Context: an optimization exercise on an open-source flow, tuned for small area, a short achievable clock period and few clock cycles. The choices shown serve that exercise and are no tape-out recipe.
In this exercise RTL edits were held to simulation tests only and were not proved equivalent to the original.

==> flow/design.v (excerpt) <==
module ytydla_cmac(ytydla_core_clk,
                   ytydla_core_rst_n,
                   mem2cmac_valid,
                   mem2cmac_dat_0,
                   mem2cmac_dat_1,
                   mem2cmac_dat_2,
                   mem2cmac_dat_3,
                   mem2cmac_dat_4,
                   mem2cmac_dat_5,
                   mem2cmac_dat_6,
                   mem2cmac_dat_7,
                   mem2cmac_dat_size,
                   mem2cmac_wt_0,
                   mem2cmac_wt_1,
                   mem2cmac_wt_2,
                   mem2cmac_wt_3,
                   mem2cmac_wt_4,
                   mem2cmac_wt_5,
                   mem2cmac_wt_6,
                   mem2cmac_wt_7,
                   cmac2mem_result,
                   cmac2mem_valid);
Size in the first run: roughly 580 I/O pins, roughly 30000 um^2 of cells after synthesis.
Settings: LEC_CHECK=0, CAP_MARGIN=20, CORE_MARGIN=2, CORE_UTILIZATION=45, PLACE_DENSITY=0.6, SETUP_SLACK_MARGIN=5.0, SLEW_MARGIN=20; clock period 9.0 ns.
standard.sh (not shown) runs the stock make flow with config.mk's settings and CLKGATE_MAP_FILE= SYNTH_SCRIPT=/design/flow/synth_recipe.tcl, a recipe that flattens the netlist after the stock synthesis.
==> flow/flow/run.sh <==
#!/bin/bash
# The standard layout (the standard.sh, all ORFS steps unchanged), except that the port
# buffers that global placement inserts use the plain sky130 buffer cell named below instead
# of the cell buffer_ports picks by default (a clock delay buffer).
set -euo pipefail
export BUFFER_PORTS_ARGS="-buffer_cell sky130_fd_sc_hd__buf_1"
bash standard.sh > standard_flow.log 2>&1
Testbench counts at the start, summed over its fixed seeds: cycles 16,597.
Rerun with:
- PLACE_DENSITY: 0.6 -> 0.5
- SETUP_SLACK_MARGIN: 5.0 -> 4.0
=> Register-to-register slack gets worse by 380 ps. Critical path depth went up by 1. Setup slack gets worse by 92 ps. Clock skew went up by 4.4 ps. Synthesized cell count is unchanged.


Setup of job 2421:
ytydla_cmac again, from the RTL that the note above started with.
export LEC_CHECK = 0
export CAP_MARGIN = 5
export CORE_MARGIN = 2
export CORE_UTILIZATION = 45
export PLACE_DENSITY = 0.6
export SETUP_SLACK_MARGIN = 4.0
export SLEW_MARGIN = 5
create_clock -name core_clock -period 9.0 [get_ports {ytydla_core_clk}]
Scripts as last shown in full above: flow/flow/run.sh
Testbench counts of job 2421, summed over its fixed seeds: cycles 16,597.
What job 4527 does differently from job 2421 at the input level:
# job 2421
export LEC_CHECK = 0
export CAP_MARGIN = 5
export CORE_MARGIN = 2
export CORE_UTILIZATION = 45
export PLACE_DENSITY = 0.6
export SETUP_SLACK_MARGIN = 4.0
export SLEW_MARGIN = 5
create_clock -name core_clock -period 9.0 [get_ports {ytydla_core_clk}]
# job 4527
export LEC_CHECK = 0
export CAP_MARGIN = 20
export CORE_MARGIN = 2
export CORE_UTILIZATION = 45
export PLACE_DENSITY = 0.6
export SETUP_SLACK_MARGIN = 3.5
export SLEW_MARGIN = 20
create_clock -name core_clock -period 9.0 [get_ports {ytydla_core_clk}]
Findings:
- Going from job 2421 to job 4527, highest achievable clock rate shrank by a little under 10%.
- Against job 2421, the final cell area of job 4527 is lower.
- Changes observed in job 4527 relative to job 2421: footprint of the multi-input gates now smaller; met2 routed wirelength comparable; final design utilization now smaller; aggregate routed wire length now smaller.
What job 3706 does differently from job 4527 at the input level:
# job 4527
export LEC_CHECK = 0
export CAP_MARGIN = 20
export CORE_MARGIN = 2
export CORE_UTILIZATION = 45
export PLACE_DENSITY = 0.6
export SETUP_SLACK_MARGIN = 3.5
export SLEW_MARGIN = 20
create_clock -name core_clock -period 9.0 [get_ports {ytydla_core_clk}]
# job 3706
export LEC_CHECK = 0
export CAP_MARGIN = 20
export CORE_MARGIN = 2
export CORE_UTILIZATION = 55
export PLACE_DENSITY = 0.7
export SETUP_SLACK_MARGIN = 4.0
export SLEW_MARGIN = 20
create_clock -name core_clock -period 9.0 [get_ports {ytydla_core_clk}]
==> run summary <==
Job 3706 completed every stage of the flow, and the final layout passed the timing, design-rule and antenna checks.
Per the comparison of job 3706 with job 4527, non-clock buffer count has increased; combined global-route utilization of all metal layers has increased; area share of xor/xnor cells in the synthesized design has remained practically unchanged; area overhead of the layout relative to synthesis has increased.
Summary of the comparison: number of gates resized after CTS is higher in job 3706, relative to job 4527.
Going from job 4527 to job 3706, register-to-register setup slack moved up; worst hold slack moved up; final core area utilization picked up an extra 12 points; final setup slack of the worst path went up 0.27 ns.
In job 3706 relative to job 4527, vias per cell had gone up by more than 10%.
For the cell area, job 3706 came in 0.77% higher than job 4527 did.
diff inputs: job 3706 => job 3348
# job 3706
export LEC_CHECK = 0
export CAP_MARGIN = 20
export CORE_MARGIN = 2
export CORE_UTILIZATION = 55
export PLACE_DENSITY = 0.7
export SETUP_SLACK_MARGIN = 4.0
export SLEW_MARGIN = 20
create_clock -name core_clock -period 9.0 [get_ports {ytydla_core_clk}]
# job 3348
export LEC_CHECK = 0
export CAP_MARGIN = 20
export CORE_MARGIN = 2
export CORE_UTILIZATION = 45
export PLACE_DENSITY = 0.6
export SETUP_SLACK_MARGIN = 4.25
export SLEW_MARGIN = 20
create_clock -name core_clock -period 9.0 [get_ports {ytydla_core_clk}]
Notes after the runs:
- After detailed routing, job 3706 needs more wire than job 3348.
- Cell count: job 3348 higher than job 3706
- Compared with job 3706, in job 3348 fraction of standard cell area in multi-input logic lost 1.3 points; core occupancy in the finished layout went down; clock transition at the registers of the reported paths closely matched the old numbers.
- Share of cell area taken by flip-flops and latches essentially unchanged between job 3348 and job 3706.
- Taking job 3706 as the reference, in job 3348 number of global-route vias before repair moved down; floorplan die width went up by about 10%; met3 layer wire length in the routed design has decreased.
Edits applied to the flow inputs when going from job 3348 to job 5665:
# job 3348
export LEC_CHECK = 0
export CAP_MARGIN = 20
export CORE_MARGIN = 2
export CORE_UTILIZATION = 45
export PLACE_DENSITY = 0.6
export SETUP_SLACK_MARGIN = 4.25
export SLEW_MARGIN = 20
create_clock -name core_clock -period 9.0 [get_ports {ytydla_core_clk}]
# job 5665
export LEC_CHECK = 0
export CAP_MARGIN = 20
export CORE_MARGIN = 2
export CORE_UTILIZATION = 45
export CTS_CLUSTER_DIAMETER = 150
export CTS_CLUSTER_SIZE = 40
export PLACE_DENSITY = 0.6
export SETUP_SLACK_MARGIN = 4.0
export SLEW_MARGIN = 20
create_clock -name core_clock -period 9.0 [get_ports {ytydla_core_clk}]
--- outcome ---
Taking job 3348 as the reference, in job 5665 fraction of area in multi-input gates now sits higher; routed wire length climbed 2.9%. In the tables for job 5665 and job 3348, transition time at the pin with the least slew margin reads lower with job 5665. Relative to job 3348, job 5665 degrades hold slack. Job 5665: clock period minus final worst setup slack higher than job 3348. When the final numbers for job 5665 and job 3348 were put side by side, the overall routing resource usage turned out to be smaller in job 3348. Number of antenna diodes: higher on job 5665. Job 5665 vs. job 3348: initial antenna violation count went up by 24%. Compared with job 3348, job 5665 shows a final routed wire length divided by cell count that is 1.0 um higher. Job 3348 -> job 5665: maximum clock frequency decreased slightly.

==> static timing again, ports no longer ideal <==
Ports are ideal in the flow. The routed layouts listed here were re-timed in OpenROAD. Step 1, drivers: a clkbuf_16 drives ytydla_core_clk and a buf_2 each remaining input, both assumed. Step 2 moves the port delays by t, midway between the first and last clock arrival at a register: inputs arrive t later, outputs are due t later. That takes back most of the time a late clock gives input paths. a / b / c = ideal / step 1 / step 2; a / b = the first two.
run	t (ns)	slack for setup (ns)	worst setup path after step 2
the first run of note 1	0.569	4.076 / 4.013 / 4.271	input to register
the second run of note 1	0.564	3.984 / 3.932 / 3.627	input to register
job 2421	0.571	4.022 / 3.966 / 3.594	input to register
job 4527	0.570	3.631 / 3.573 / 3.565	input to register
job 3706	0.546	3.905 / 3.851 / 3.530	input to register
job 3348	0.567	4.095 / 4.042 / 3.907	input to register
job 5665	0.569	4.028 / 3.972 / 3.587	input to register
After both steps setup and hold are still met in every run listed. The setup slack of job 5665, which loses most, moves by -0.056 ns with the drivers and by -0.441 ns with both steps.
